Background: an optimization exercise with open tools, aiming at small area and a short achievable clock period. Do not read the settings as production practice.
Where RTL was checked, it was by simulation tests only, not by an equivalence proof against the original.
For runs 1 to 3, only the layout was checked, not whether the RTL still works.
No activity file was given, so power comes from the tool's default toggle rates.

**design/flow/config.mk**
```make
export PLATFORM = sky130hd
export DESIGN_NAME = ahb_lite
export DESIGN_NICKNAME = ahb_lite
export VERILOG_FILES = /design/flow/design.v
export SDC_FILE = /design/flow/constraint.sdc
export NUM_CORES = 4
export LEC_CHECK = 0
export CAP_MARGIN = 20
export CORE_MARGIN = 2
export CORE_UTILIZATION = 40
export SLEW_MARGIN = 20
```
**design/flow/constraint.sdc**
```tcl
create_clock -name core_clock -period 8.0 [get_ports {HCLK}]
set_input_delay 1.6000 -clock core_clock [delete_from_list [all_inputs] [get_ports {HCLK}]]
set_output_delay 1.6000 -clock core_clock [all_outputs]
set_load 0.01 [all_outputs]
```
**design/flow/design.v**
```verilog
module flop 
#(parameter WIDTH = 8)
(input              	clk,
 input  	[WIDTH-1:0] d,
 output reg [WIDTH-1:0] q
);
  always@(posedge clk)
    q <= d;
endmodule
module ahb_decoder(
	input  [31:0] HADDR,
    output [3:0]  HSEL
);
  assign HSEL[0] = (HADDR[31:16] == 16'h0000);     
  assign HSEL[1] = (HADDR[31:17] == 15'h0001);     
  assign HSEL[2] = (HADDR[31:4]  == 28'h2020000);  
  assign HSEL[3] = (HADDR[31:8]  == 24'h200030);   
endmodule
module ahb_mux(
	input  [3:0]  HSEL,
    input  [31:0] HRDATA0, HRDATA1, HRDATA2, HRDATA3,
	output [31:0] HRDATA
);
  assign HRDATA = ({32{HSEL[0]}} & HRDATA0) |
                  ({32{HSEL[1]}} & HRDATA1) |
                  ({32{HSEL[2]}} & HRDATA2) |
                  ({32{HSEL[3]}} & HRDATA3);
endmodule
module ahb_rom(
    input  [7:2]  HADDR,
    output [31:0] HRDATA
);
  reg [31:0] rom[63:0];  
  initial
      $readmemh("rom_contents.dat",rom);
  assign HRDATA = rom[HADDR[7:2]];
endmodule
module ahb_ram(
	input         HCLK,
    input         WE,         
    input  [3:0]  WADDR,      
    input  [31:0] HWDATA,
    input  [3:0]  RADDR,      
	output [31:0] RDATA       
);
  reg [31:0] ram[15:0];  
  wire [15:0] rsel = 16'b1 << RADDR;
  reg  [31:0] rd;
  integer i;
  always@(*) begin
    rd = 32'b0;
    for (i = 0; i < 16; i = i + 1)
      rd = rd | ({32{rsel[i]}} & ram[i]);
  end
  assign RDATA = (WE & (WADDR == RADDR)) ? HWDATA : rd;
  always@(posedge HCLK)
    if (WE) ram[WADDR] <= HWDATA;
endmodule
module ahb_gpio(input  logic        HCLK,
                input  logic        HRESETn,
                input  logic        WE,       
                input  logic        WADDR,    
                input  logic [31:0] HWDATA,
                input  logic        RADDR,    
                output logic [31:0] RDATA,    
                output logic [31:0] pins_out,
                output logic [31:0] pins_dir);
  logic [31:0] port_d, dir_d;
  assign port_d = (WE & ~WADDR) ? HWDATA : pins_out;
  assign dir_d  = (WE &  WADDR) ? HWDATA : pins_dir;
  always_ff @(posedge HCLK or negedge HRESETn)
    if (~HRESETn) begin
      pins_out <= 32'b0;   
      pins_dir <= 32'b0;   
    end else begin
      pins_out <= port_d;
      pins_dir <= dir_d;
    end
  assign RDATA = RADDR ? dir_d : (dir_d & port_d);
endmodule
module ahb_timer(
	input         HCLK,
    input         HRESETn,
    input         WE,          
    input  [2:0]  WADDR,       
    input  [31:0] HWDATA,
    input  [2:0]  RADDR,       
    output [31:0] RDATA
);
  reg  [3:0]  cs;
  reg  [31:0] clo, chi;
  reg  [31:0] c0, c1, c2, c3;
  wire [31:0] clo_d, chi_d, c0_d, c1_d, c2_d, c3_d;
  wire [3:0]  match, clr;
  wire [7:0]  wsel = {8{WE}} & (8'b1 << WADDR);
  wire [31:0] clo_inc = clo + 1;
  wire [31:0] chi_inc = chi + (&clo);
  assign clo_d = wsel[1] ? HWDATA : clo_inc;
  assign chi_d = wsel[2] ? HWDATA : chi_inc;
  assign c0_d  = wsel[3] ? HWDATA : c0;
  assign c1_d  = wsel[4] ? HWDATA : c1;
  assign c2_d  = wsel[5] ? HWDATA : c2;
  assign c3_d  = wsel[6] ? HWDATA : c3;
  assign clr = {4{wsel[0]}} & HWDATA[3:0];
  assign match[0] = ~clr[0] & (cs[0] | (clo == c0));
  assign match[1] = ~clr[1] & (cs[1] | (clo == c1));
  assign match[2] = ~clr[2] & (cs[2] | (clo == c2));
  assign match[3] = ~clr[3] & (cs[3] | (clo == c3));
  always@(posedge HCLK or negedge HRESETn)
    if (~HRESETn) begin
      cs  <= 4'b0;    
      clo <= 32'b0;   
      chi <= 32'b0;   
      c0  <= 32'b0;   
      c1  <= 32'b0;   
      c2  <= 32'b0;   
      c3  <= 32'b0;   
    end 
	else begin
      cs  <= match;
      clo <= clo_d;
      chi <= chi_d;
      c0  <= c0_d;
      c1  <= c1_d;
      c2  <= c2_d;
      c3  <= c3_d;
    end    
  wire [7:0] rsel = 8'b1 << RADDR;
  assign RDATA = ({32{rsel[0]}} & {28'b0, match}) |
                 ({32{rsel[1]}} & clo_d) |
                 ({32{rsel[2]}} & chi_d) |
                 ({32{rsel[3]}} & c0_d) |
                 ({32{rsel[4]}} & c1_d) |
                 ({32{rsel[5]}} & c2_d) |
                 ({32{rsel[6]}} & c3_d);
endmodule
module ahb_lite(
	input        HCLK,
    input        HRESETn,
    input [31:0] HADDR,
    input        HWRITE,
    input [31:0] HWDATA,
    output[31:0] HRDATA,
    input [31:0] pins_in,
    output[31:0] pins_out,
    output[31:0] pins_dir
);
  wire [3:0]  HSEL;
  wire [31:0] RD0, RD1, RD2, RD3, RDNEXT;
  wire [31:0] RDDEL;
  wire [2:0]  WSEL, WSELDEL;
  wire [3:0]  WADDRDEL;
  wire        PINSELDEL;
  ahb_decoder dec(HADDR, HSEL);
  assign WSEL = {3{HWRITE}} & HSEL[3:1];
  flop #(3)   wselreg(HCLK, WSEL, WSELDEL);
  flop #(4)   waddrreg(HCLK, HADDR[5:2], WADDRDEL);
  ahb_rom     rom  (HADDR[7:2], RD0);
  ahb_ram     ram  (HCLK, WSELDEL[0], WADDRDEL, HWDATA, HADDR[5:2], RD1);
  ahb_gpio    gpio (HCLK, HRESETn, WSELDEL[1], WADDRDEL[0], HWDATA, HADDR[2], RD2, pins_out, pins_dir);
  ahb_timer   timer(HCLK, HRESETn, WSELDEL[2], WADDRDEL[2:0], HWDATA, HADDR[4:2], RD3);
  ahb_mux     mux(HSEL, RD0, RD1, RD2, RD3, RDNEXT);
  flop #(32)  rdreg(HCLK, RDNEXT, RDDEL);
  flop #(1)   pinselreg(HCLK, HSEL[2] & ~HADDR[2], PINSELDEL);
  assign HRDATA = RDDEL | ({32{PINSELDEL}} & ~pins_dir & pins_in);
endmodule
```
**design/flow/rom_contents.dat**
```
7857DD86
22222222
BA6F875C
940EEE3C
4DC2A627
33406BC4
E325FAA6
B938451E
68FB90D7
C1D8FAC1
B7740A63
C2354E2B
43E58844
887E8400
3EC33DD6
A2DA95A8
12345678
23456789
7F90ADE7
5AAB0A37
6A769806
86FF0DE2
BA4E6C36
9D9B532A
F6978770
37D72E4A
4F3D4E7B
8B389064
B43D4318
548A84A5
84F42B4B
131DB618
BB3A6A06
C63D5F77
FFE9EC11
DDFA7FA4
34D57084
B070E384
C0A9C8BE
BA49C19F
77F1CAF0
ECB736D8
B5834F4C
D4DD79D3
DF354788
A70B967A
25FBAB1B
88177ABD
366DADC0
DE11EE00
6972F683
FAACED22
0EF8E010
C54BE01C
597538CB
A0F09780
6AA45FE0
7744001A
1FCA7DA2
B9AE5C8F
BE564059
2393446A
C34797C4
53BDF64D
```
**design/flow/run.sh**
```bash
#!/bin/bash
# synth_recipe.tcl (not shown) runs the flow's synth.tcl, then flattens the netlist and writes it again
# the make line also repeats each setting of config.mk as NAME=value (left out here)
make -C /OpenROAD-flow-scripts/flow DESIGN_CONFIG=/design/flow/config.mk WORK_HOME=/design/flow/orfs CLKGATE_MAP_FILE= SYNTH_SCRIPT=/design/flow/synth_recipe.tcl finish
```
==> metrics.csv, run 1 <==
stage,metric,value,unit
status,status,no timing/DRC/antenna violations,
setup_path,crit path launch type,primary input,
yosys,Synth Flop Type,edfxtp_1,
floorplanning,die extent in x,310.7,um
placed_design,dpl hpwl,96.98,mm
setup_path,Crit path required time,8.54,ns
floorplanning,core area,93330,um^2
drt,routed vias,28810,
floorplanning,Die Y,310.7,um
yosys,Synthesis Warnings,8,
drt,ANT nets after route,0,
drt,Vias/cell,6.361,
timing,unrepaired setup endpoints after global routing,false,
yosys,syn_nets,3197,
global_route,initial antenna violation count,12,
yosys,ys async rst share,32.02,%
power,Cell Pwr Density,227.6,nW/um^2
yosys,Synth Area in Adders,0.5321,%
setup_path,Worst EP arrival,6.43,ns
yosys,largest family of logic cells by synthesized area,compound AO/OA/AOI/OAI gates,
layout,fin area,44070,um^2
cts,worst-case clock buffer depth,3,
yosys,synthesized instance count,3082,
timing,final hold viol count,0,
power,maximum vdd drop,0.1723,mV
timing,Max Slew Vio Count,0,
setup_path,CP Class,in -> reg,
timing,final clock skew,0.02897,ns
layout,Reg area,22680,um^2
global_route,gr usage total,30.47,%
yosys,multiplexer share of the synthesized area,6.940,%
placed_design,port bufs,192,
run,number of max-cap violations,0,
layout,Layout Utilization,47.22,%
timing,Setup Viol. Count Final,0,
drt,Avg WL per Cell,33.29,um
timing,Worst Tran Pin Value,1.295,ns
timing,TNS Setup,0,ns
yosys,Yosys reg bits,812,
cts,CTS tree,done,
global_route,number of global-route vias before repair,28290,
yosys,XOR/XNOR Fraction of Synth Area,4.446,%
timing,fmax,169.8,MHz
layout,layout cells sized above 1,15.84,%
cts,Inserted Clock Buffers,86,
global_route,largest net degree at the start of global routing,147,
drt,DRT Pass-1 Iters,8,
drt,WL final,150.8,mm
placed_design,placed cell count,4367,
layout,fin nets,3316,
cts,clock transition at the registers of the reported paths,0.06,ns
yosys,"EDFF count, synth",512,
placed_design,routability congestion estimate,1.026,
cts,CTS sink cnt,812,
drt,DRC violations left,0,
layout,fill count,8379,
min_path,Hold Path Class,reg -> reg,
cts,post-cts sizing count,0,
cts,Post-CTS Setup Bufs,0,
cts,H-tree level count,3,
layout,area occupied by multi-input gates,14040,um^2
floorplanning,Initial Utilization,40.31,%
floorplanning,DIE AREA,96530,um^2
timing,Tmin final,5.890,ns
cts,clock latency (worst-skew pair),0.66,ns
yosys,Synth Cell Area,37620,um^2
global_route,gr ovfl total,0,
floorplanning,Row Count,112,
layout,fin cells,4529,
cts,hold buffer count at CTS,0,
setup_path,Crit. End Element,register,
global_route,global-route wire length before repair,211.9,mm
cts,Clk Tree Root Cell,clkbuf_16,
setup_path,crit-path max FO,24,
power,Pleak,15.24,nW
yosys,Mapped Avg Cell Area,12.21,um^2
yosys,sequential area share after synthesis,60.29,%
placed_design,placed inst area,41140,um^2
yosys,Post-Synth Simple-Gate Area,9.847,%
yosys,Synth Area in Compound Gates,14.93,%
drt,initial detailed-routing violation count,3805,
floorplanning,IO Count,195,
timing,Slew HR,13.65,%
power,post-layout power,10.03,mW
layout,Synth-to-Final Area Change,17.14,%
yosys,"Distinct cells, synth",84,
timing,part of the cycle the worst path needs,73.62,%
cells in the final DEF (no fill, tap or decap), types with 14 or more instances in the layout:
cell type,netlist,routed
buf_4,0,116
clkbuf_16,0,86
o211ai_1,23,23
mux2i_1,28,28
xor2_1,66,66
nor2_1,161,141
a21oi_1,127,127
a221oi_1,53,53
nor4_1,16,14
nand4_1,81,81
mux2_2,197,197
a222oi_1,23,23
a22o_1,56,56
nand3_1,96,95
o21bai_1,35,35
a211oi_1,26,26
dfxtp_1,40,39
xnor2_1,125,125
nor3_1,47,47
edfxtp_1,512,512
a31oi_1,21,21
o221ai_1,20,20
dfrtp_1,260,260
clkinv_2,0,16
nor2_4,0,17
and2_1,15,16
nand2_1,206,205
nand2b_1,28,27
ha_1,16,16
o21ai_0,134,134
and3_1,22,21
clkdlybuf4s50_1,0,186
nor2b_1,17,15
a22oi_1,145,145
metrics by stage:
stage	setup slack (ns)	hold slack (ns)
after floorplan	3.677	0.4647
after global placement	1.287	0.4736
after detailed placement	1.669	0.4887
after CTS	2.322	0.5010
after global routing	2.094	0.5352
final	2.110	0.5016
flip-flops by register name, indices dropped and copies added, names as in the netlist:
name and count:
timer.c0 32, waddrreg.q 4, timer.c3 32, timer.c2 32
gpio.pins_out 32, pinselreg.q 1, wselreg.q 3, ram.ram 512
timer.cs 4, gpio.pins_dir 32, timer.chi 32, timer.clo 32
timer.c1 32, rdreg.q 32
report_power, final:
| group | internal, mW | total, mW | switching, mW |
|---|---|---|---|
| clock network | 2.39 | 4.11 | 1.72 |
| registers | 4.55 | 4.75 | 0.193 |
| logic | 0.424 | 1.18 | 0.756 |
| total | 7.37 | 10.0 | 2.66 |
worst max-delay path, stage by stage:
cell	delay, ns
clkdlybuf4s50_1	1.08
inv_1	0.44
ha_1	0.54
nand2b_1	0.66
nor2_2	0.08
buf_4	0.34
a22oi_1	0.25
nand4_1	0.18
nor3_1	0.57
nor3_1	0.24
a2111o_1	0.43
worst paths after layout:
kind	start	cells past startpoint	to	slack, ns
min reg2reg	timer.cs[0]	1	timer.cs[0]	0.50
min in group asynchronous	HRESETn	1	gpio.pins_dir[28]	0.97
max in group asynchronous	HRESETn	2	gpio.pins_dir[20]	5.56
max	HADDR[3]	11	rdreg.q[12]	2.11
min	timer.cs[0]	1	timer.cs[0]	0.50
max reg2reg	timer.clo[0]	15	rdreg.q[26]	2.48
area by class of cell:
class / count / area share (%)
flip-flops and latches: 812 / 51.47
multi-input cells: 1978 / 31.86
repair buffers: 308 / 6.359
clock buffers: 107 / 5.243
well taps: 1254 / 3.560
clock inverters: 50 / 1.351
inverters: 15 / 0.1278
diodes: 5 / 0.02839
Yosys cell counts (20+ instances only):
library cell	count	area, um^2
clkbuf_1	210	788.3
and3_1	22	137.6
nand4_1	81	506.7
buf_2	21	105.1
nor2_1	161	604.3
dfxtp_1	40	800.8
mux2i_1	28	280.3
nand3_1	96	480.5
a221oi_1	53	464.2
o21ai_0	134	670.6
xnor2_1	125	1095
edfxtp_1	512	15370
a31oi_1	21	131.4
nand2b_1	28	175.2
xor2_1	66	578.1
o21bai_1	35	262.8
nor3_1	47	235.2
buf_1	44	165.2
a222oi_1	23	230.2
nand2_1	206	773.2
mux2_2	197	2218
dfrtp_1	260	6506
o211ai_1	23	172.7
o221ai_1	20	175.2
a22oi_1	145	1089
a22o_1	56	490.5
a211oi_1	26	195.2
a21oi_1	127	635.6
metal layers:
layer  vias up  track usage [%]  wire length [um]
met1     14620            41.61             60550
li1      12040                -                 -
met4         6            16.40              8795
met2      1791            45.50             65990
met5         -                0                38
met3       347            6.465             15410
kinds of logic after synthesis:
kind of cell	count (synthesis)
AOI/OAI and AO/OA	791
and+or+nand+nor	750
buffers and inverters	292
adders and majority gates	16
DFF	812
xor gates and xnor gates	191
muxes	230
==> inputs of run 2 (changes only) <==
--- a/design/flow/config.mk
+++ b/design/flow/config.mk
@@ -8,4 +8,5 @@
 export CAP_MARGIN = 20
 export CORE_MARGIN = 2
 export CORE_UTILIZATION = 40
+export SETUP_SLACK_MARGIN = 4.5
 export SLEW_MARGIN = 20
==> metrics.csv, run 2 <==
stage,metric,value,unit
status,status,no timing/DRC/antenna violations,
cts,worst-case clock buffer depth,3,
timing,unrepaired setup endpoints after global routing,true,
layout,Antenna diodes,0,
layout,number of flip-flops in the largest register,512,
yosys,syn_nets,3197,
setup_path,crit path launch type,primary input,
layout,fin nets,3441,
drt,routed vias,29980,
yosys,most common cell in the synthesized netlist,edfxtp_1,
timing,Slew HR,25.10,%
setup_path,RR Startpoint,timer.clo[16],
power,maximum vdd drop,0.1944,mV
global_route,number of global-route vias before repair,28330,
cts,CTS sink cnt,812,
setup_path,Crit path required time,6.40,ns
setup_path,Crit. End Element,primary output,
yosys,Synth Flop Type,edfxtp_1,
layout,"commonest cells after routing, fill and taps aside","edfxtp_1 (512), dfrtp_1 (237), mux2_2 (196)",
min_path,Hold Path Class,reg -> reg,
floorplanning,Row Count,112,
setup_path,crit-path max FO,1,
yosys,"EDFF count, synth",512,
setup_path,Reg-to-Reg End,rdreg.q[31],
floorplanning,Die Y,310.7,um
timing,Max Slew Vio Count,0,
layout,fin area,46590,um^2
global_route,global-route wire length before repair,220.2,mm
power,Pleak,16.45,nW
yosys,"Distinct cells, synth",84,
setup_path,Worst EP arrival,2.16,ns
placed_design,routability congestion estimate,0.9805,
setup_path,Setup crit end,HRDATA[27],
yosys,Yosys reg bits,812,
timing,final worst slack,4.239,ns
placed_design,dpl hpwl,96.54,mm
yosys,ys async rst share,32.02,%
global_route,gr ovfl total,0,
timing,Setup Viol. Count Final,0,
drt,DRT Pass-1 Iters,6,
setup_path,R2R setup slack,4.48,ns
layout,"commonest non-fill, non-tap cell in the layout",edfxtp_1,
cts,CTS tree,done,
cts,Clk Tree Root Cell,clkbuf_16,
timing,final hold viol count,0,
setup_path,worst reg2reg path depth,16,
yosys,Synthesis Warnings,8,
drt,Avg WL per Cell,34.30,um
yosys,Synth Cell Area,37620,um^2
layout,layout cells sized above 1,26.09,%
global_route,largest net degree at the start of global routing,118,
yosys,most instantiated cells after synthesis,"edfxtp_1 (512), dfrtp_1 (260), clkbuf_1 (210), nand2_1 (206), mux2_2 (197)",
timing,part of the cycle the worst path needs,47.01,%
timing,final clock skew,0.04079,ns
yosys,synthesized instance count,3082,
yosys,top cell type's share of synthesized area,40.86,%
layout,Synth-to-Final Area Change,23.83,%
power,Cell Pwr Density,218.8,nW/um^2
global_route,initial antenna violation count,6,
floorplanning,DIE AREA,96530,um^2
timing,Tmin final,3.761,ns
drt,DRC violations left,0,
cts,Inserted Clock Buffers,86,
layout,largest reg by FF count,ram.ram,
cts,clock latency (worst-skew pair),0.68,ns
drt,WL final,159.5,mm
layout,fill count,8166,
setup_path,CP Class,in -> out,
cts,clock transition at the registers of the reported paths,0.06,ns
placed_design,Place WS,2.270,ns
timing,fmax,265.9,MHz
run,number of max-cap violations,0,
drt,ANT nets after route,0,
floorplanning,IO Count,195,
cts,H-tree level count,3,
timing,TNS Setup,0,ns
yosys,Area contributors post-synth,"edfxtp_1 (41%), dfrtp_1 (17%), mux2_2 (5.9%), xnor2_1 (2.9%), a22oi_1 (2.9%)",
timing,Worst Tran Pin Value,1.123,ns
setup_path,Crit. Startpoint,pins_in[27],
floorplanning,core area,93330,um^2
yosys,Mapped Avg Cell Area,12.21,um^2
drt,initial detailed-routing violation count,4738,
placed_design,port bufs,192,
cts,hold buffer count at CTS,0,
floorplanning,Initial Utilization,40.31,%
drt,Vias/cell,6.447,
placed_design,placed inst area,41270,um^2
yosys,Yosys top cell by area,edfxtp_1,
yosys,sequential area share after synthesis,60.29,%
floorplanning,die extent in x,310.7,um
global_route,gr usage total,31.91,%
-- run 2: cell type report --
type	instances	area, um^2	share of cell area (%)
flip-flops and latches	812	22720	48.76
repair buffers	430	4238	9.096
clock inverters	42	546.8	1.174
inverters	15	73.82	0.1584
multi-input cells	1981	15110	32.44
well taps	1254	1569	3.368
clock buffers	116	2335	5.011
-- run 2: worst min path at each step --
stage | start | slack, ns | to | cells after the start
final | timer.cs[0] | 0.51 | timer.cs[0] | 1
after global routing | timer.cs[0] | 0.52 | timer.cs[0] | 1
after CTS | timer.cs[0] | 0.50 | timer.cs[0] | 1
after detailed placement | timer.cs[0] | 0.48 | timer.cs[0] | 1
after global placement | timer.cs[0] | 0.48 | timer.cs[0] | 1
after floorplan | timer.cs[0] | 0.46 | timer.cs[0] | 1
-- run 2: cell families (layout without fill, tap and decap cells) --
| family | after synthesis | in the layout | share of synthesized area [%] |
|---|---|---|---|
| xor+xnor | 191 | 191 | 4.446 |
| simple gates | 750 | 753 | 9.847 |
| buf+inv | 292 | 603 | 3.023 |
| fa+ha+maj | 16 | 16 | 0.5321 |
| mux | 230 | 230 | 6.940 |
| flops | 812 | 812 | 60.29 |
| compound gates | 791 | 791 | 14.93 |
-- run 2: what timing repair did --
item                                    4_1_cts  5_1_grt
resized for setup                           522       83
cloned                                        9        2
endpoints found under the setup margin       92       64
pin swaps                                    86       82
setup buffers                                74       46
-- run 2: metrics by stage --
step / util [%] / std cells / power (mW) / hold WS (ns)
3_3_place_gp: 44.22 / 4361 / 5.949 / 0.4754
2_1_floorplan: - / 3082 / 5.413 / 0.4647
3_5_place_dp: 44.22 / 4361 / 5.958 / 0.4846
6_report: 49.92 / 4650 / 10.19 / 0.5065
4_1_cts: 49.10 / 4602 / 10.10 / 0.4970
5_1_grt: 49.92 / 4650 / 10.44 / 0.5236
-- run 2: power breakdown --
group	leakage [nW]	total, mW	switching (mW)	internal (mW)
combinational	7.11	1.40	0.869	0.534
clock	1.40	4.08	1.75	2.33
sequential	7.95	4.71	0.145	4.56
-- run 2: layer usage --
| layer | vias up | part of all wire (%) | global-route usage [%] |
|---|---|---|---|
| li1 | 12300 | - | - |
| met1 | 15340 | 40 | 44.05 |
| met2 | 2000 | 44 | 47.87 |
| met3 | 334 | 11 | 7.225 |
| met4 | 4 | 5.4 | 14.70 |
| met5 | - | 0.014 | 0 |
-- run 2: worst max-delay path: stages --
cell      delay, ns
buf_12         0.09
nand2_4        0.06
o21bai_4       0.25
buf_6          0.15
==> inputs of run 3 (changes only) <==
--- a/design/flow/config.mk
+++ b/design/flow/config.mk
@@ -7,6 +7,6 @@
 export LEC_CHECK = 0
 export CAP_MARGIN = 20
 export CORE_MARGIN = 2
-export CORE_UTILIZATION = 40
+export CORE_UTILIZATION = 60
 export SETUP_SLACK_MARGIN = 4.5
 export SLEW_MARGIN = 20
==> metrics.csv, run 3 <==
stage,metric,value,unit
status,status,no timing/DRC/antenna violations,
timing,Max Slew Vio Count,0,
timing,part of the cycle the worst path needs,47.04,%
setup_path,R2R setup slack,4.24,ns
yosys,synthesized instance count,3082,
layout,"commonest cells after routing, fill and taps aside","edfxtp_1 (512), dfrtp_1 (239), mux2_2 (196)",
layout,"commonest non-fill, non-tap cell in the layout",edfxtp_1,
global_route,number of global-route vias before repair,29200,
global_route,global-route wire length before repair,203.9,mm
power,maximum vdd drop,0.2985,mV
global_route,initial antenna violation count,4,
cts,Clk Tree Root Cell,clkbuf_16,
placed_design,placed inst area,40690,um^2
cts,CTS sink cnt,812,
placed_design,dpl hpwl,87.16,mm
setup_path,RR Startpoint,timer.clo[3],
setup_path,Crit. Startpoint,timer.clo[3],
global_route,gr usage total,44.38,%
drt,WL final,147.8,mm
floorplanning,Initial Utilization,60.85,%
setup_path,CP cell instances,nand3_2 > nor4_4 > nand2_2 > nor3_4 > ha_4 > ha_4 > nand4_1 > buf_6 > buf_4 > nor2_4 > and4_4 > nand2_4 > xor2_4 > o221ai_2 > a221o_1,
timing,final worst slack,4.237,ns
yosys,most instantiated cells after synthesis,"edfxtp_1 (512), dfrtp_1 (260), clkbuf_1 (210), nand2_1 (206), mux2_2 (197)",
min_path,Hold Path Class,reg -> reg,
yosys,Yosys reg bits,812,
layout,largest reg by FF count,ram.ram,
setup_path,Setup crit end,rdreg.q[30],
drt,DRT Pass-1 Iters,7,
placed_design,port bufs,192,
setup_path,Crit path required time,8.53,ns
timing,unrepaired setup endpoints after global routing,true,
setup_path,crit-path max FO,7,
yosys,Mapped Avg Cell Area,12.21,um^2
global_route,largest net degree at the start of global routing,176,
timing,fmax,265.7,MHz
run,number of max-cap violations,0,
timing,final hold viol count,0,
cts,hold buffer count at CTS,0,
yosys,syn_nets,3197,
floorplanning,DIE AREA,64720,um^2
placed_design,placed cell count,3937,
cts,clock transition at the registers of the reported paths,0.06,ns
cts,Inserted Clock Buffers,83,
drt,initial detailed-routing violation count,5295,
cts,CTS tree,done,
yosys,top cell type's share of synthesized area,40.86,%
layout,layout cells sized above 1,26.62,%
setup_path,most frequent CP cell,ha_4,
setup_path,CP max-delay cell,dfrtp_2,
timing,Slew HR,15.53,%
setup_path,crit path launch type,register,
cts,H-tree level count,3,
drt,Vias/cell,7.242,
yosys,Area contributors post-synth,"edfxtp_1 (41%), dfrtp_1 (17%), mux2_2 (5.9%), xnor2_1 (2.9%), a22oi_1 (2.9%)",
setup_path,CP Buf/Inv Count,2,
cts,worst-case clock buffer depth,3,
layout,fin cells,4228,
drt,routed vias,30620,
layout,fin area,46010,um^2
drt,ANT nets after route,0,
drt,DRC violations left,0,
yosys,"Distinct cells, synth",84,
setup_path,Crit path depth,15,
yosys,sequential area share after synthesis,60.29,%
floorplanning,Row Count,91,
power,Pleak,16.38,nW
timing,TNS Setup,0,ns
yosys,ys async rst share,32.02,%
timing,Setup Viol. Count Final,0,
floorplanning,die extent in x,254.4,um
setup_path,Reg-to-Reg End,rdreg.q[30],
setup_path,Worst EP arrival,4.29,ns
timing,Tmin final,3.763,ns
timing,Worst Tran Pin Value,1.267,ns
placed_design,routability congestion estimate,1.056,
floorplanning,Die Y,254.4,um
yosys,Yosys top cell by area,edfxtp_1,
placed_design,Place WS,2.204,ns
timing,final clock skew,0.04238,ns
layout,Synth-to-Final Area Change,22.28,%
yosys,Synth Flop Type,edfxtp_1,
setup_path,CP Class,reg -> reg,
yosys,Synthesis Warnings,8,
layout,fin nets,3439,
layout,Layout Utilization,74.42,%
cts,clock latency (worst-skew pair),0.68,ns
setup_path,worst stage delay on the critical path,0.48,ns
setup_path,"CP delay by family, top",simple AND/OR/NAND/NOR gates,
yosys,most common cell in the synthesized netlist,edfxtp_1,
global_route,gr ovfl total,0,
layout,number of flip-flops in the largest register,512,
floorplanning,core area,61830,um^2
yosys,Synth Cell Area,37620,um^2
setup_path,worst reg2reg path depth,15,
setup_path,Crit. End Element,register,
floorplanning,IO Count,195,
drt,Avg WL per Cell,34.96,um
yosys,"EDFF count, synth",512,
power,Cell Pwr Density,220.3,nW/um^2
==> run 3: changes by cell type in the layout (fill, tap and decap cells not counted), sizes merged, moves of 2 or more <==
| cell | delta |
|---|---|
| inv | -3 |
| clkinvlp | +3 |
| bufbuf | -4 |
| clkdlybuf4s15 | -3 |
| buf | +3 |
| diode | +2 |
| dlygate4sd2 | +3 |
| clkinv | -4 |
==> run 3: cell families after synthesis <==
logic type | after synthesis | synth area share (%)
XOR/XNOR | 191 | 4.446
buffers and inverters | 292 | 3.023
adder cells (fa/ha/maj) | 16 | 0.5321
multiplexers | 230 | 6.940
AO/OA/AOI/OAI | 791 | 14.93
flip-flops | 812 | 60.29
AND/OR/NAND/NOR | 750 | 9.847
==> run 3: how the worst min path moves through the flow <==
stage | from | to | slack (ns) | cells past startpoint
floorplan | timer.cs[0] | timer.cs[0] | 0.46 | 1
global placement | timer.cs[0] | timer.cs[0] | 0.47 | 1
detailed placement | timer.cs[0] | timer.cs[0] | 0.51 | 1
CTS | timer.cs[0] | timer.cs[0] | 0.52 | 1
global route | gpio.pins_out[24] | gpio.pins_out[24] | 0.54 | 1
finish | timer.cs[0] | timer.cs[0] | 0.52 | 1
==> run 3: per-layer routing <==
metal | vias to the layer above | share of wire (%) | global-route usage [%]
met5 | - | 0.034 | 0
met4 | 8 | 8.5 | 30.39
met3 | 703 | 13 | 12.77
met2 | 2543 | 44 | 66.35
met1 | 15100 | 34 | 56.25
li1 | 12260 | - | -
==> run 3: where the power goes <==
group | total, mW | internal (mW) | leakage (nW) | switching, mW
clock network | 3.97 | 2.26 | 1.34 | 1.71
registers | 4.71 | 4.56 | 7.95 | 0.149
logic | 1.46 | 0.576 | 7.09 | 0.880
total | 10.1 | 7.40 | 16.4 | 2.74
==> run 3: timing repair <==
action	4_1_cts	5_1_grt
cloned	3	6
pin swaps	82	100
resized for setup	473	153
setup endpoints to repair	94	69
setup buffers	73	57
==> run 3: through the flow <==
step | power [mW] | hold WS [ns]
floorplan | 5.413 | 0.4647
global placement | 5.903 | 0.4748
detailed placement | 5.919 | 0.5061
CTS | 9.893 | 0.5190
global route | 10.34 | 0.5361
finish | 10.13 | 0.5164
==> run 3: layout make-up <==
type,instances,area (um^2)
sequential,812,22710
tap,837,1047
fill,4048,15820
antenna,2,5.005
inverter,15,76.32
timing repair buffer,432,4149
multi-input combinational,1980,15220
clock inverter,37,508.0
clock buffer,113,2291
==> run 3: worst register-to-register path: cells and delay by family, from the launching register on <==
| kind | cells | cell delay (ns) |
|---|---|---|
| fa+ha+maj | 2 | 0.35 |
| simple gates | 8 | 1.84 |
| compound gates | 2 | 0.49 |
| buf+inv | 2 | 0.30 |
| xor+xnor | 1 | 0.19 |
| flops | 1 | 0.48 |
==> inputs of run 4 (changes only) <==
--- a/design/flow/design.v
+++ b/design/flow/design.v
@@ -90,11 +90,12 @@
   reg  [3:0]  cs;
   reg  [31:0] clo, chi;
   reg  [31:0] c0, c1, c2, c3;
+  reg         clo_max;          
   wire [31:0] clo_d, chi_d, c0_d, c1_d, c2_d, c3_d;
   wire [3:0]  match, clr;
   wire [7:0]  wsel = {8{WE}} & (8'b1 << WADDR);
   wire [31:0] clo_inc = clo + 1;
-  wire [31:0] chi_inc = chi + (&clo);
+  wire [31:0] chi_inc = chi + clo_max;
   assign clo_d = wsel[1] ? HWDATA : clo_inc;
   assign chi_d = wsel[2] ? HWDATA : chi_inc;
   assign c0_d  = wsel[3] ? HWDATA : c0;
@@ -109,6 +110,7 @@
   always@(posedge HCLK or negedge HRESETn)
     if (~HRESETn) begin
       cs  <= 4'b0;    
+      clo_max <= 1'b0;
       clo <= 32'b0;   
       chi <= 32'b0;   
       c0  <= 32'b0;   
@@ -119,6 +121,7 @@
 	else begin
       cs  <= match;
       clo <= clo_d;
+      clo_max <= &clo_d;
       chi <= chi_d;
       c0  <= c0_d;
       c1  <= c1_d;
--- a/design/flow/config.mk
+++ b/design/flow/config.mk
@@ -7,6 +7,8 @@
 export LEC_CHECK = 0
 export CAP_MARGIN = 20
 export CORE_MARGIN = 2
-export CORE_UTILIZATION = 60
+export CORE_UTILIZATION = 45
+export CTS_CLUSTER_DIAMETER = 100
+export CTS_CLUSTER_SIZE = 20
 export SETUP_SLACK_MARGIN = 4.5
 export SLEW_MARGIN = 20
==> metrics.csv, run 4 <==
stage,metric,value,unit
global_route,number of global-route vias before repair,27970,
layout,fin nets,3323,
yosys,Synth Flop Type,edfxtp_1,
drt,initial detailed-routing violation count,4482,
cts,CTS tree,done,
drt,Vias/cell,6.754,
setup_path,Worst EP arrival,2.04,ns
global_route,largest net degree at the start of global routing,187,
setup_path,CP Buf/Inv Count,2,
setup_path,"CP delay by family, top",buffers and inverters,
setup_path,worst stage delay on the critical path,0.16,ns
timing,Tmin final,3.641,ns
setup_path,Crit. End Element,primary output,
power,Pleak,15.32,nW
timing,unrepaired setup endpoints after global routing,true,
setup_path,crit-path max FO,1,
setup_path,CP cell instances,buf_6 > nand2_1 > o21bai_1 > buf_2,
yosys,Synthesis Warnings,8,
timing,Setup Viol. Count Final,0,
placed_design,dpl hpwl,95.78,mm
setup_path,CP Class,in -> out,
drt,Avg WL per Cell,35.50,um
timing,TNS Setup,0,ns
drt,ANT nets after route,0,
power,post-layout power,8.688,mW
layout,number of flip-flops in the largest register,512,
drt,DRC violations left,0,
drt,routed length on met1,60.32,mm
drt,met2 routed WL,68.00,mm
floorplanning,Initial Utilization,45.28,%
setup_path,crit path launch type,primary input,
yosys,"EDFF count, synth",512,
cts,Clk Tree Root Cell,clkbuf_16,
drt,top routing layer used,met5,
yosys,Mapped Avg Cell Area,12.35,um^2
cts,worst-case clock buffer depth,3,
yosys,Area contributors post-synth,"edfxtp_1 (41%), dfrtp_1 (17%), mux2_2 (5.6%), xnor2_1 (3.7%), a22oi_1 (3.0%)",
global_route,gr ovfl total,0,
floorplanning,Die Y,293.5,um
run,number of max-cap violations,0,
global_route,initial antenna violation count,7,
layout,Layout Utilization,52.61,%
yosys,most common cell in the synthesized netlist,edfxtp_1,
placed_design,port bufs,192,
global_route,gr usage total,34.85,%
yosys,"Distinct cells, synth",84,
timing,Worst Tran Pin Value,1.145,ns
timing,Max Slew Vio Count,0,
yosys,top cell type's share of synthesized area,40.76,%
power,Cell Pwr Density,198.3,nW/um^2
cts,Inserted Clock Buffers,47,
layout,"commonest cells after routing, fill and taps aside","edfxtp_1 (512), dfrtp_1 (260), nand2_1 (190)",
status,status,no timing/DRC/antenna violations,
cts,CTS sink cnt,813,
layout,layout cells sized above 1,20.51,%
global_route,global-route wire length before repair,213.8,mm
timing,fmax,274.7,MHz
floorplanning,core area,83290,um^2
yosys,syn_nets,3170,
timing,final clock skew,0.02748,ns
drt,WL final,153.6,mm
timing,part of the cycle the worst path needs,45.51,%
drt,routed vias,29230,
layout,"commonest non-fill, non-tap cell in the layout",edfxtp_1,
yosys,synthesized instance count,3055,
cts,H-tree level count,2,
floorplanning,die extent in x,293.5,um
timing,Slew HR,23.02,%
yosys,Yosys reg bits,813,
setup_path,CP max-delay cell,o21bai_1,
yosys,ys async rst share,32.10,%
cts,clock transition at the registers of the reported paths,0.09,ns
drt,Detail Route met3 WL,16.50,mm
timing,final hold viol count,0,
layout,Synth-to-Final Area Change,16.19,%
floorplanning,Row Count,106,
yosys,Synth Cell Area,37720,um^2
yosys,sequential area share after synthesis,60.20,%
yosys,Yosys top cell by area,edfxtp_1,
floorplanning,DIE AREA,86150,um^2
setup_path,Crit path required time,6.40,ns
floorplanning,IO Count,195,
layout,largest reg by FF count,ram.ram,
power,maximum vdd drop,0.1748,mV
placed_design,routability congestion estimate,1.036,
yosys,most instantiated cells after synthesis,"edfxtp_1 (512), dfrtp_1 (261), nand2_1 (201), mux2_2 (186), clkbuf_1 (179)",
cts,clock latency (worst-skew pair),0.65,ns
drt,DRT Pass-1 Iters,6,
min_path,Hold Path Class,reg -> reg,
run 4: cells by family after synthesis:
logic type | Yosys count | synth area share, %
and+or+nand+nor | 725 | 9.640
AOI/OAI and AO/OA | 786 | 14.86
buffers and inverters | 295 | 3.211
adders and majority gates | 16 | 0.5308
muxes | 236 | 7.278
xor gates and xnor gates | 184 | 4.273
DFF | 813 | 60.20
run 4: tightest hold or removal path: cells and delay by family (launching register included):
| family | cells | cell delay (ns) |
|---|---|---|
| flops | 1 | 0.33 |
| compound gates | 2 | 0.15 |
run 4: routing by layer:
layer	vias to the layer above	GRT usage (%)
met5	-	0
met4	8	17.40
met3	358	6.815
met2	1977	52.38
met1	14850	48.34
li1	12040	-
run 4: worst paths after layout:
kind	to	cells after the start	from	slack (ns)
setup / recovery	HRDATA[14]	4	pins_in[14]	4.36
min in group asynchronous	gpio.pins_out[30]	1	HRESETn	0.95
setup reg to reg	timer.clo_max	7	timer.clo[9]	4.58
hold / removal	timer.cs[1]	2	timer.cs[1]	0.53
max in group asynchronous	gpio.pins_dir[12]	3	HRESETn	5.60
hold reg to reg	timer.cs[1]	2	timer.cs[1]	0.53
run 4: metrics by stage:
step	hold slack [ns]	instances	worst slack, ns	area [um^2]
after global routing	0.5483	4327	4.324	43820
after detailed placement	0.5033	4166	2.202	41030
final	0.5259	4328	4.359	43820
after CTS	0.5239	4303	4.328	43310
after global placement	0.5048	4166	2.229	41030
after floorplan	0.4780	3055	4.360	38030
run 4: timing repair:
action / CTS / global route
endpoints found under the setup margin: 67 / 65
hold buffers: 0 / 0
gates cloned: 5 / 6
gates resized for setup: 403 / 46
setup buffers: 44 / 17
pin swaps: 52 / 48
run 4: power breakdown:
group	internal, mW	switching, mW
clock network	1.16	1.44
registers	4.55	0.190
logic	0.502	0.852
run 4: final cells by class:
class,instances,area [um^2]
clock buffer,83,1333
fill,7143,39470
timing repair buffer,370,3611
inverter,25,112.6
tap,1080,1351
antenna,1,2.502
sequential,813,22710
clock inverter,5,83.83
multi-input combinational,1951,14620
==> inputs of run 5 (changes only) <==
--- a/design/flow/config.mk
+++ b/design/flow/config.mk
@@ -8,7 +8,5 @@
 export CAP_MARGIN = 20
 export CORE_MARGIN = 2
 export CORE_UTILIZATION = 45
-export CTS_CLUSTER_DIAMETER = 100
-export CTS_CLUSTER_SIZE = 20
 export SETUP_SLACK_MARGIN = 4.5
 export SLEW_MARGIN = 20
==> metrics.csv, run 5 <==
stage,metric,value,unit
timing,final clock skew,0.05877,ns
timing,Worst Tran Pin Value,1.129,ns
drt,DRC violations left,0,
setup_path,CP cell instances,buf_8 > nand2_8 > o21bai_1 > buf_2,
floorplanning,die extent in x,293.5,um
setup_path,"CP delay by family, top",buffers and inverters,
power,clock share of power,40.5,%
layout,fill count,6986,
yosys,"Distinct cells, synth",84,
floorplanning,Initial Utilization,45.28,%
min_path,Hold Path Class,reg -> reg,
setup_path,Crit. End Element,primary output,
timing,part of the cycle the worst path needs,45.60,%
timing,fmax,274.1,MHz
layout,number of flip-flops in the largest register,512,
cts,H-tree level count,3,
yosys,Synthesis Warnings,8,
yosys,synthesized instance count,3055,
timing,Setup Viol. Count Final,0,
yosys,Yosys reg bits,813,
yosys,syn_nets,3170,
layout,"commonest non-fill, non-tap cell in the layout",edfxtp_1,
setup_path,CP max-delay cell,o21bai_1,
timing,TNS Setup,0,ns
cts,worst-case clock buffer depth,3,
yosys,Synth Flop Type,edfxtp_1,
drt,initial detailed-routing violation count,4317,
power,Reg power frac,46.2,%
power,Net Sw Frac,27.11,%
yosys,top cell type's share of synthesized area,40.76,%
yosys,Synth Cell Area,37720,um^2
setup_path,crit-path max FO,1,
power,post-layout power,10.26,mW
cts,Clk Tree Root Cell,clkbuf_16,
power,maximum vdd drop,0.2414,mV
layout,Synth-to-Final Area Change,20.16,%
layout,largest reg by FF count,ram.ram,
cts,hold buffer count at CTS,0,
setup_path,CP Buf/Inv Count,2,
layout,Layout Utilization,54.41,%
cts,clock latency (worst-skew pair),0.68,ns
global_route,gr usage total,35.00,%
drt,Vias/cell,6.685,
yosys,Mapped Avg Cell Area,12.35,um^2
power,Pleak,16.04,nW
power,Cell Pwr Density,226.4,nW/um^2
yosys,Yosys top cell by area,edfxtp_1,
setup_path,Crit path required time,6.40,ns
drt,Avg WL per Cell,34.90,um
placed_design,routability congestion estimate,1.036,
status,status,no timing/DRC/antenna violations,
placed_design,port bufs,192,
floorplanning,DIE AREA,86150,um^2
setup_path,CP Class,in -> out,
setup_path,worst stage delay on the critical path,0.16,ns
floorplanning,core area,83290,um^2
drt,routed vias,29410,
layout,fin nets,3357,
timing,unrepaired setup endpoints after global routing,true,
timing,final hold viol count,0,
cts,CTS sink cnt,813,
floorplanning,IO Count,195,
cts,Inserted Clock Buffers,88,
yosys,most common cell in the synthesized netlist,edfxtp_1,
yosys,ys async rst share,32.10,%
drt,DRT Pass-1 Iters,8,
drt,ANT nets after route,0,
drt,WL final,153.6,mm
setup_path,R2R setup slack,4.57,ns
floorplanning,Die Y,293.5,um
timing,Max Slew Vio Count,0,
drt,Detail Route met3 WL,17.28,mm
yosys,"EDFF count, synth",512,
placed_design,placed inst area,41030,um^2
global_route,number of global-route vias before repair,28340,
global_route,global-route wire length before repair,214.5,mm
drt,routed length on met1,59.33,mm
global_route,initial antenna violation count,11,
timing,Tmin final,3.648,ns
global_route,gr ovfl total,0,
placed_design,dpl hpwl,95.78,mm
cts,clock transition at the registers of the reported paths,0.05,ns
yosys,sequential area share after synthesis,60.20,%
layout,"commonest cells after routing, fill and taps aside","edfxtp_1 (512), dfrtp_1 (260), nand2_1 (190)",
setup_path,Worst EP arrival,2.05,ns
layout,layout cells sized above 1,22.52,%
run,number of max-cap violations,0,
cts,CTS tree,done,
layout,fin area,45320,um^2
yosys,most instantiated cells after synthesis,"edfxtp_1 (512), dfrtp_1 (261), nand2_1 (201), mux2_2 (186), clkbuf_1 (179)",
yosys,Area contributors post-synth,"edfxtp_1 (41%), dfrtp_1 (17%), mux2_2 (5.6%), xnor2_1 (3.7%), a22oi_1 (3.0%)",
power,Logic pwr share,13.2,%
timing,Slew HR,24.12,%
global_route,largest net degree at the start of global routing,187,
floorplanning,Row Count,106,
drt,met2 routed WL,67.68,mm
drt,top routing layer used,met5,
power,net load switching power,2.782,mW
power,Internal Power,7.479,mW
setup_path,crit path launch type,primary input,
[run 5: cell count changes in the layout (fill, tap and decap cells not counted), moves of 7 or more]
cell / previous run / this run
clkinv_1: 0 / 10
buf_4: 142 / 135
clkbuf_16: 53 / 92
clkbuf_8: 0 / 8
clkinv_2: 0 / 15
clkbuf_1: 35 / 24
bufinv_16: 0 / 9
[run 5: per-layer routing]
| layer | track usage (%) | vias to the layer above |
|---|---|---|
| met1 | 47.98 | 14860 |
| met2 | 52.65 | 2000 |
| li1 | - | 12140 |
| met5 | 0 | - |
| met3 | 7.700 | 401 |
| met4 | 17.41 | 12 |
[run 5: kinds of logic (layout without fill, tap and decap cells)]
logic type | after synthesis | after routing | synth area share [%]
AO/OA/AOI/OAI | 786 | 786 | 14.86
multiplexers | 236 | 236 | 7.278
other | 0 | 3 | 0
XOR/XNOR | 184 | 184 | 4.273
adder cells (fa/ha/maj) | 16 | 16 | 0.5308
flip-flops | 813 | 813 | 60.20
AND/OR/NAND/NOR | 725 | 729 | 9.640
buffers and inverters | 295 | 553 | 3.211
[run 5: cell type report]
cell class / count / area (um^2) / share of cell area, %
diodes: 3 / 7.507 / 0.01656
clock inverters: 45 / 561.8 / 1.240
repair buffers: 363 / 3505 / 7.733
multi-input cells: 1951 / 14670 / 32.38
clock buffers: 120 / 2402 / 5.301
flip-flops and latches: 813 / 22710 / 50.11
well taps: 1080 / 1351 / 2.982
inverters: 25 / 110.1 / 0.2429
[run 5: worst paths after layout]
kind	depth (start not counted)	start	endpoint
min in group asynchronous	1	HRESETn	gpio.pins_out[0]
worst min-delay path	1	gpio.pins_out[13]	gpio.pins_out[13]
max in group asynchronous	3	HRESETn	gpio.pins_out[4]
worst max-delay path	4	pins_in[0]	HRDATA[0]
worst max register to register	7	timer.clo[9]	timer.clo_max
worst min register to register	1	gpio.pins_out[13]	gpio.pins_out[13]
[run 5: power groups by stage]
stage	sequential (mW)	combinational [mW]	clock, mW
4_1_cts	4.74	1.28	4.19
3_5_place_dp	4.82	1.22	0
2_1_floorplan	4.68	0.793	0
3_3_place_gp	4.82	1.22	0
6_report	4.74	1.36	4.16
5_1_grt	4.75	1.40	4.37
[run 5: per-stage QoR]
step                      hold WS (ns)  worst slack [ns]  cells
after global placement          0.5048             2.229   4166
after floorplan                 0.4780             4.360   3055
after global routing            0.5402             4.324   4397
final                           0.5205             4.352   4400
after detailed placement        0.5033             2.202   4166
after CTS                       0.5165             4.328   4380
[run 5: worst reg2reg max path, cell delays in order (launching register included)]
cell     delay, ns
dfrtp_1       0.62
nand3_4       0.17
or4_4         0.69
or4_1         0.54
a31oi_2       0.28
nand4_1       0.17
nor4_2        0.42
and4_1        0.41
[run 5: timing repair]
action | in CTS | in global routing
setup endpoints to repair | 67 | 65
resized for setup | 392 | 67
gates cloned | 4 | 5
pin swaps | 51 | 52
buffers inserted | 45 | 11
==> inputs of run 6 (changes only) <==
--- a/design/flow/design.v
+++ b/design/flow/design.v
@@ -63,6 +63,7 @@
                 input  logic [31:0] HWDATA,
                 input  logic        RADDR,    
                 output logic [31:0] RDATA,    
+                output logic [31:0] INDIR,    
                 output logic [31:0] pins_out,
                 output logic [31:0] pins_dir);
   logic [31:0] port_d, dir_d;
@@ -77,6 +78,7 @@
       pins_dir <= dir_d;
     end
   assign RDATA = RADDR ? dir_d : (dir_d & port_d);
+  assign INDIR = ~dir_d;
 endmodule
 module ahb_timer(
 	input         HCLK,
@@ -153,17 +155,17 @@
   wire [31:0] RDDEL;
   wire [2:0]  WSEL, WSELDEL;
   wire [3:0]  WADDRDEL;
-  wire        PINSELDEL;
+  wire [31:0] INDIR, PINSELDEL;
   ahb_decoder dec(HADDR, HSEL);
   assign WSEL = {3{HWRITE}} & HSEL[3:1];
   flop #(3)   wselreg(HCLK, WSEL, WSELDEL);
   flop #(4)   waddrreg(HCLK, HADDR[5:2], WADDRDEL);
   ahb_rom     rom  (HADDR[7:2], RD0);
   ahb_ram     ram  (HCLK, WSELDEL[0], WADDRDEL, HWDATA, HADDR[5:2], RD1);
-  ahb_gpio    gpio (HCLK, HRESETn, WSELDEL[1], WADDRDEL[0], HWDATA, HADDR[2], RD2, pins_out, pins_dir);
+  ahb_gpio    gpio (HCLK, HRESETn, WSELDEL[1], WADDRDEL[0], HWDATA, HADDR[2], RD2, INDIR, pins_out, pins_dir);
   ahb_timer   timer(HCLK, HRESETn, WSELDEL[2], WADDRDEL[2:0], HWDATA, HADDR[4:2], RD3);
   ahb_mux     mux(HSEL, RD0, RD1, RD2, RD3, RDNEXT);
   flop #(32)  rdreg(HCLK, RDNEXT, RDDEL);
-  flop #(1)   pinselreg(HCLK, HSEL[2] & ~HADDR[2], PINSELDEL);
-  assign HRDATA = RDDEL | ({32{PINSELDEL}} & ~pins_dir & pins_in);
+  flop #(32)  pinselreg(HCLK, {32{HSEL[2] & ~HADDR[2]}} & INDIR, PINSELDEL);
+  assign HRDATA = RDDEL | (PINSELDEL & pins_in);
 endmodule
==> design/flow/flow/run.sh (new file) <==
#!/bin/bash
# Standard layout, with small port buffers.
set -euo pipefail
here=$(pwd)
export BUFFER_PORTS_ARGS="-buffer_cell sky130_fd_sc_hd__buf_1"
bash standard.sh > $here/standard.log 2>&1
==> design/flow/standard.sh (new file) <==
#!/bin/bash
# synth_recipe.tcl (not shown) runs the flow's synth.tcl, then flattens the netlist and writes it again
# the make line also repeats each setting of config.mk as NAME=value (left out here)
make -C /OpenROAD-flow-scripts/flow DESIGN_CONFIG=/design/flow/config.mk WORK_HOME=/design/flow/orfs CLKGATE_MAP_FILE= SYNTH_SCRIPT=/design/flow/synth_recipe.tcl "${@:-finish}"
--- a/design/flow/config.mk
+++ b/design/flow/config.mk
@@ -8,5 +8,7 @@
 export CAP_MARGIN = 20
 export CORE_MARGIN = 2
 export CORE_UTILIZATION = 45
+export CTS_CLUSTER_DIAMETER = 100
+export CTS_CLUSTER_SIZE = 20
 export SETUP_SLACK_MARGIN = 4.5
 export SLEW_MARGIN = 20
removed: design/flow/run.sh
==> metrics.csv, run 6 <==
stage,metric,value,unit
floorplanning,IO Count,195,
global_route,gr usage total,34.70,%
cts,CTS tree,done,
yosys,most instantiated cells after synthesis,"edfxtp_1 (512), dfrtp_1 (261), clkbuf_1 (219), nand2_1 (204), mux2_2 (190)",
setup_path,Crit. End Element,register,
placed_design,port bufs,192,
setup_path,Reg-to-Reg End,timer.clo_max,
layout,Reg area,23330,um^2
power,maximum vdd drop,0.2158,mV
min_path,Hold Path Stages,1,
layout,fill count,7120,
layout,"commonest non-fill, non-tap cell in the layout",edfxtp_1,
global_route,initial antenna violation count,12,
power,Logic pwr share,14.1,%
drt,DRC violations left,0,
cts,Inserted Clock Buffers,49,
layout,"commonest cells after routing, fill and taps aside","edfxtp_1 (512), dfrtp_1 (259), nand2_1 (202)",
layout,area occupied by multi-input gates,14680,um^2
timing,final clock skew,0.02895,ns
power,net load switching power,2.458,mW
yosys,ys async rst share,30.92,%
placed_design,placed cell count,4295,
layout,layout cells sized above 1,20.51,%
yosys,top cell type's share of synthesized area,40.19,%
timing,Setup Viol. Count Final,0,
cts,CTS sink cnt,844,
min_path,WHS Endpoint,gpio.pins_out[15],
min_path,Hold Path Class,reg -> reg,
layout,largest reg by FF count,ram.ram,
yosys,"EDFF count, synth",512,
yosys,sequential area share after synthesis,60.99,%
power,clock share of power,30.6,%
timing,fmax,273.0,MHz
floorplanning,DIE AREA,87350,um^2
yosys,syn_nets,3237,
setup_path,RR Startpoint,timer.clo[0],
yosys,Synthesis Warnings,7,
drt,Vias/cell,6.573,
layout,number of flip-flops in the largest register,512,
yosys,Synth Flop Type,edfxtp_1,
setup_path,R2R setup slack,4.44,ns
yosys,most common cell in the synthesized netlist,edfxtp_1,
run,number of max-cap violations,0,
cts,H-tree level count,2,
setup_path,CP Class,in -> reg,
setup_path,Worst EP arrival,4.22,ns
min_path,HP Start,gpio.pins_out[15],
global_route,number of global-route vias before repair,28120,
placed_design,routability congestion estimate,0.9712,
drt,initial detailed-routing violation count,4254,
layout,fin cells,4492,
setup_path,crit path launch type,primary input,
yosys,synthesized instance count,3122,
cts,worst-case clock buffer depth,3,
drt,WL final,154.0,mm
status,status,no timing/DRC/antenna violations,
layout,Synth-to-Final Area Change,15.86,%
floorplanning,Die Y,295.6,um
cts,hold buffer count at CTS,0,
timing,part of the cycle the worst path needs,45.79,%
cts,clock transition at the registers of the reported paths,0.09,ns
drt,routed vias,29530,
setup_path,worst reg2reg path depth,8,
power,Net Sw Frac,27.95,%
yosys,"Distinct cells, synth",83,
yosys,Mapped Avg Cell Area,12.25,um^2
timing,Tmin final,3.663,ns
timing,Worst Tran Pin Value,1.011,ns
power,Internal Power,6.336,mW
floorplanning,die extent in x,295.6,um
drt,DRT Pass-1 Iters,6,
drt,Avg WL per Cell,34.29,um
setup_path,Crit path required time,8.56,ns
drt,ANT nets after route,0,
yosys,Synth Cell Area,38250,um^2
global_route,global-route wire length before repair,214.0,mm
timing,unrepaired setup endpoints after global routing,true,
floorplanning,core area,83950,um^2
global_route,gr ovfl total,0,
yosys,Yosys top cell by area,edfxtp_1,
floorplanning,Initial Utilization,45.56,%
floorplanning,Row Count,106,
yosys,Area contributors post-synth,"edfxtp_1 (40%), dfrtp_1 (17%), mux2_2 (5.6%), dfxtp_1 (3.7%), xnor2_1 (3.5%)",
power,Cell Pwr Density,198.4,nW/um^2
timing,Slew HR,32.59,%
power,Reg power frac,55.3,%
placed_design,dpl hpwl,96.01,mm
timing,final hold viol count,0,
layout,fin nets,3428,
setup_path,crit-path max FO,5,
global_route,largest net degree at the start of global routing,140,
cts,clock latency (worst-skew pair),0.66,ns
timing,TNS Setup,0,ns
timing,Max Slew Vio Count,0,
yosys,Yosys reg bits,844,
cts,Clk Tree Root Cell,clkbuf_16,
power,Pleak,15.75,nW
## run 6: worst max-delay path by stage
stage,start,endpoint,slack (ns),depth (start not counted)
4_1_cts,pins_in[2],HRDATA[2],4.33,3
5_1_grt,pins_in[2],HRDATA[2],4.35,3
2_1_floorplan,HADDR[2],rdreg.q[14],4.30,12
3_5_place_dp,HADDR[2],rdreg.q[20],2.18,12
3_3_place_gp,HADDR[2],rdreg.q[16],2.27,12
6_report,HADDR[3],rdreg.q[23],4.34,13
## run 6: final cells by class
type                       count  area share [%]
inverter                      26          0.2880
antenna                        4         0.02259
clock inverter                 6          0.2456
timing repair buffer         406           7.357
clock buffer                  86           3.103
timing repair inverter         1         0.01694
tap                         1134           3.202
sequential                   844           52.64
multi-input combinational   1985           33.12
## run 6: what timing repair did
| item | in CTS | in global routing |
|---|---|---|
| endpoints found under the setup margin | 96 | 82 |
| buffers inserted | 68 | 19 |
| endpoints found under the hold margin | 0 | 0 |
| cloned | 13 | 1 |
| gates resized for setup | 197 | 86 |
| pin swaps | 25 | 35 |
## run 6: worst max-delay path, stage by stage
cell	delay, ns
buf_12	0.09
buf_12	0.12
inv_8	0.04
ha_4	0.17
buf_6	0.13
and3b_4	0.23
buf_6	0.14
a22o_1	0.20
a221oi_4	0.19
nand4_1	0.47
mux2i_1	0.37
o221ai_2	0.18
a211o_1	0.26
## run 6: metrics by stage
step / cell area (um^2) / hold WS (ns) / utilization [%] / setup WS (ns) / total power [mW]
final: 44320 / 0.5279 / 52.79 / 4.337 / 8.794
after CTS: 43820 / 0.5275 / 52.20 / 4.333 / 8.744
after detailed placement: 40560 / 0.5080 / 48.31 / 2.177 / 6.031
after global placement: 40560 / 0.5034 / 48.31 / 2.268 / 6.019
after global routing: 44310 / 0.5341 / 52.78 / 4.349 / 9.015
after floorplan: 38650 / 0.4782 / - / 4.295 / 5.560
## run 6: kinds of logic (layout without fill, tap and decap cells)
| group | after synthesis | in the layout | synth area share [%] |
|---|---|---|---|
| compound gates | 768 | 768 | 14.12 |
| xor+xnor | 183 | 183 | 4.190 |
| fa+ha+maj | 16 | 16 | 0.5234 |
| buf+inv | 296 | 525 | 3.101 |
| flops | 844 | 844 | 60.99 |
| mux | 218 | 218 | 6.719 |
| other cells | 0 | 4 | 0 |
| simple gates | 797 | 800 | 10.36 |
## run 6: power groups by stage
stage                     Combinational, mW  Sequential [mW]  Clock, mW
after floorplan                       0.728             4.83          0
after global placement                 1.07             4.95          0
after detailed placement               1.08             4.95          0
after CTS                              1.17             4.86       2.72
after global routing                   1.29             4.87       2.86
final                                  1.24             4.86       2.69
## run 6: layer usage
layer  share of wire [%]  vias to the layer above  GRT usage, %
met5               0.034                        -             0
met4                 5.6                        8         16.60
met3                  11                      374         8.247
met2                  44                     1819         52.00
met1                  40                    15050         47.57
li1                    -                    12280             -
==> inputs of run 7 (changes only) <==
==> design/flow/flow/run.sh (replaced) <==
#!/bin/bash
# Standard layout, with small port buffers and the pins_in/HRDATA pins paired.
set -euo pipefail
here=$(pwd)
export BUFFER_PORTS_ARGS="-buffer_cell sky130_fd_sc_hd__buf_1"
export PRE_IO_PLACEMENT_TCL=$here/flow/io.tcl
bash standard.sh > $here/standard.log 2>&1
==> design/flow/flow/io.tcl (new file) <==
# keep each pins_in bit beside the HRDATA bit it feeds
set_io_pin_constraint -group -order -pin_names {pins_in[0] HRDATA[0] pins_in[1] HRDATA[1] pins_in[2] HRDATA[2] pins_in[3] HRDATA[3] pins_in[4] HRDATA[4] pins_in[5] HRDATA[5] pins_in[6] HRDATA[6] pins_in[7] HRDATA[7] pins_in[8] HRDATA[8] pins_in[9] HRDATA[9] pins_in[10] HRDATA[10] pins_in[11] HRDATA[11] pins_in[12] HRDATA[12] pins_in[13] HRDATA[13] pins_in[14] HRDATA[14] pins_in[15] HRDATA[15] pins_in[16] HRDATA[16] pins_in[17] HRDATA[17] pins_in[18] HRDATA[18] pins_in[19] HRDATA[19] pins_in[20] HRDATA[20] pins_in[21] HRDATA[21] pins_in[22] HRDATA[22] pins_in[23] HRDATA[23] pins_in[24] HRDATA[24] pins_in[25] HRDATA[25] pins_in[26] HRDATA[26] pins_in[27] HRDATA[27] pins_in[28] HRDATA[28] pins_in[29] HRDATA[29] pins_in[30] HRDATA[30] pins_in[31] HRDATA[31]}
--- a/design/flow/config.mk
+++ b/design/flow/config.mk
@@ -10,5 +10,5 @@
 export CORE_UTILIZATION = 45
 export CTS_CLUSTER_DIAMETER = 100
 export CTS_CLUSTER_SIZE = 20
-export SETUP_SLACK_MARGIN = 4.5
+export SETUP_SLACK_MARGIN = 4.4
 export SLEW_MARGIN = 20
==> metrics.csv, run 7 <==
stage,metric,value,unit
status,status,no timing/DRC/antenna violations,
setup_path,Worst EP arrival,4.27,ns
layout,Layout Utilization,51.37,%
cts,CTS tree,done,
yosys,"EDFF count, synth",512,
min_path,HP Start,gpio.pins_out[11],
drt,DRT Pass-1 Iters,6,
layout,Synth-to-Final Area Change,12.75,%
layout,Reg area,23330,um^2
cts,CTS sink cnt,844,
yosys,Synthesis Warnings,7,
placed_design,dpl hpwl,97.87,mm
yosys,sequential area share after synthesis,60.99,%
timing,part of the cycle the worst path needs,46.78,%
yosys,top cell type's share of synthesized area,40.19,%
global_route,largest net degree at the start of global routing,161,
yosys,Synth Cell Area,38250,um^2
drt,ANT nets after route,0,
yosys,Yosys top cell by area,edfxtp_1,
floorplanning,DIE AREA,87350,um^2
layout,"commonest cells after routing, fill and taps aside","edfxtp_1 (512), dfrtp_1 (260), nand2_1 (202)",
cts,clock transition at the registers of the reported paths,0.09,ns
timing,Tmin final,3.743,ns
power,Internal Power,6.292,mW
layout,fin nets,3361,
setup_path,Crit. End Element,register,
power,net load switching power,2.439,mW
floorplanning,die extent in x,295.6,um
drt,routed vias,28960,
setup_path,"CP delay by family, top",compound AO/OA/AOI/OAI gates,
layout,layout cells sized above 1,17.04,%
setup_path,RR Startpoint,waddrreg.q[0],
timing,final hold viol count,0,
timing,fmax,267.2,MHz
floorplanning,Die Y,295.6,um
placed_design,port bufs,192,
yosys,syn_nets,3237,
global_route,number of global-route vias before repair,27420,
setup_path,CP Class,in -> reg,
setup_path,Reg-to-Reg End,rdreg.q[3],
layout,"commonest non-fill, non-tap cell in the layout",edfxtp_1,
power,Logic pwr share,13.7,%
drt,WL final,150.9,mm
timing,Setup Viol. Count Final,0,
cts,H-tree level count,2,
cts,clock latency (worst-skew pair),0.68,ns
setup_path,Crit path required time,8.53,ns
yosys,synthesized instance count,3122,
setup_path,CP max-delay cell,nand4_1,
drt,Vias/cell,6.566,
setup_path,CP cell instances,buf_8 > buf_12 > inv_8 > ha_4 > buf_6 > and3_4 > buf_8 > a22o_1 > a221oi_4 > nand4_1 > mux2i_1 > o221ai_1 > a21o_1,
yosys,most common cell in the synthesized netlist,edfxtp_1,
min_path,Hold Path Stages,1,
setup_path,worst reg2reg path depth,8,
timing,unrepaired setup endpoints after global routing,true,
layout,fill count,7370,
global_route,gr usage total,34.06,%
yosys,Mapped Avg Cell Area,12.25,um^2
drt,initial detailed-routing violation count,4261,
yosys,Synth Flop Type,edfxtp_1,
cts,Inserted Clock Buffers,49,
power,maximum vdd drop,0.1943,mV
drt,DRC violations left,0,
setup_path,most frequent CP cell,buf_8,
timing,TNS Setup,0,ns
run,number of max-cap violations,0,
yosys,Area contributors post-synth,"edfxtp_1 (40%), dfrtp_1 (17%), mux2_2 (5.6%), dfxtp_1 (3.7%), xnor2_1 (3.5%)",
global_route,initial antenna violation count,8,
yosys,Yosys reg bits,844,
setup_path,worst stage delay on the critical path,0.43,ns
cts,Clk Tree Root Cell,clkbuf_16,
floorplanning,core area,83950,um^2
yosys,ys async rst share,30.92,%
setup_path,crit path launch type,primary input,
floorplanning,Initial Utilization,45.56,%
setup_path,crit-path max FO,7,
power,Pleak,15.13,nW
floorplanning,Row Count,106,
power,Net Sw Frac,27.93,%
timing,final clock skew,0.06010,ns
layout,largest reg by FF count,ram.ram,
yosys,most instantiated cells after synthesis,"edfxtp_1 (512), dfrtp_1 (261), clkbuf_1 (219), nand2_1 (204), mux2_2 (190)",
floorplanning,IO Count,195,
yosys,"Distinct cells, synth",83,
placed_design,routability congestion estimate,0.9654,
setup_path,CP Buf/Inv Count,5,
power,clock share of power,30.7,%
layout,number of flip-flops in the largest register,512,
global_route,gr ovfl total,0,
setup_path,R2R setup slack,4.52,ns
timing,Max Slew Vio Count,0,
power,Cell Pwr Density,202.4,nW/um^2
timing,Worst Tran Pin Value,1.060,ns
cts,hold buffer count at CTS,0,
drt,Avg WL per Cell,34.23,um
timing,Slew HR,29.33,%
global_route,global-route wire length before repair,210.0,mm
layout,area occupied by multi-input gates,14450,um^2
min_path,WHS Endpoint,gpio.pins_out[11],
min_path,Hold Path Class,reg -> reg,
power,Reg power frac,55.6,%
cts,worst-case clock buffer depth,3,
## run 7: timing repair
| item | 4_1_cts | 5_1_grt |
|---|---|---|
| pin swaps | 15 | 15 |
| setup buffers | 17 | 12 |
| setup endpoints to repair | 65 | 35 |
| cloned | 7 | 3 |
| gates resized for setup | 132 | 38 |
## run 7: power by group through the flow
stage	Combinational, mW	Clock, mW	Sequential [mW]
floorplan	0.721	0	4.83
detailed placement	1.10	0	4.95
finish	1.20	2.68	4.86
CTS	1.15	2.71	4.85
global route	1.24	2.86	4.86
global placement	1.09	0	4.94
## run 7: worst max path at each step
stage | from | to | slack [ns] | depth (start not counted)
2_1_floorplan | HADDR[2] | rdreg.q[14] | 4.29 | 12
3_3_place_gp | HADDR[4] | rdreg.q[27] | 2.62 | 10
3_5_place_dp | HADDR[4] | rdreg.q[27] | 2.58 | 10
4_1_cts | HADDR[5] | rdreg.q[11] | 4.33 | 9
5_1_grt | HADDR[3] | rdreg.q[15] | 4.34 | 13
6_report | HADDR[3] | rdreg.q[15] | 4.26 | 13
## run 7: cells by family after synthesis
logic type	Yosys count	share of synthesized area [%]
AOI/OAI and AO/OA	768	14.12
adders and majority gates	16	0.5234
xor gates and xnor gates	183	4.190
and+or+nand+nor	797	10.36
buffers and inverters	296	3.101
DFF	844	60.99
muxes	218	6.719
## run 7: cell type report
| class | instances | area share, % |
|---|---|---|
| Timing Repair inverter | 1 | 0.01160 |
| Tap cell | 1134 | 3.290 |
| Clock inverter | 9 | 0.3540 |
| Sequential cell | 844 | 54.09 |
| Timing Repair Buffer | 342 | 5.431 |
| Inverter | 26 | 0.2785 |
| Clock buffer | 71 | 3.035 |
| Antenna cell | 1 | 0.005802 |
| Multi-Input combinational cell | 1982 | 33.50 |
## run 7: stage by stage
step | hold WS (ns) | worst slack [ns] | power [mW] | std cells | area, um^2
floorplan | 0.4782 | 4.295 | 5.553 | 3122 | 38440
detailed placement | 0.5114 | 2.582 | 6.043 | 4289 | 40440
CTS | 0.5315 | 4.333 | 8.710 | 4393 | 42810
global route | 0.5372 | 4.339 | 8.971 | 4409 | 43120
global placement | 0.5024 | 2.617 | 6.035 | 4289 | 40440
finish | 0.5315 | 4.257 | 8.730 | 4410 | 43130
## run 7: metal layers
metal | wire length, um | track usage, % | part of all wire [%] | vias up
li1 | - | - | - | 12090
met1 | 60500 | 46.99 | 40 | 14750
met4 | 7836 | 15.02 | 5.2 | 0
met3 | 15490 | 6.856 | 10 | 310
met5 | 0 | 0 | 0 | -
met2 | 67110 | 52.27 | 44 | 1797

what the ideal ports hide:
How much do the figures lean on ideal ports? The routed layouts below were timed once more, with nothing changed but the port constraints.
Step 1: set_driving_cell puts a clkbuf_16 on HCLK and a buf_2 on each other input, an assumption about the parent block.
Step 2 moves the port delays by t, midway between the first and last clock arrival at a register: inputs arrive t later, outputs are due t later. That takes back most of the time a late clock gives input paths.
Slacks: ideal ports / drivers / drivers and shift; pairs: ideal ports / drivers.
run	shift t [ns]	slack for setup (ns)	worst setup path at the end	latest minus earliest clock arrival (ns)
run 1	0.716	2.110 / 2.154 / 1.439	input to register	0.032 / 0.031
run 2	0.730	4.239 / 4.164 / 3.525	input to register	0.047 / 0.047
run 3	0.722	4.237 / 4.237 / 3.534	input to register	0.048 / 0.048
run 4	0.710	4.359 / 4.237 / 3.765	input to register	0.028 / 0.029
run 5	0.720	4.352 / 4.229 / 3.735	input to register	0.061 / 0.061
run 6	0.712	4.337 / 4.303 / 3.619	input to register	0.033 / 0.033
run 7	0.718	4.257 / 4.271 / 3.553	input to register	0.060 / 0.060
After both steps every run listed still meets setup and hold. The setup slack of run 6, which loses most, moves by -0.034 ns with the drivers and by -0.718 ns with both steps.
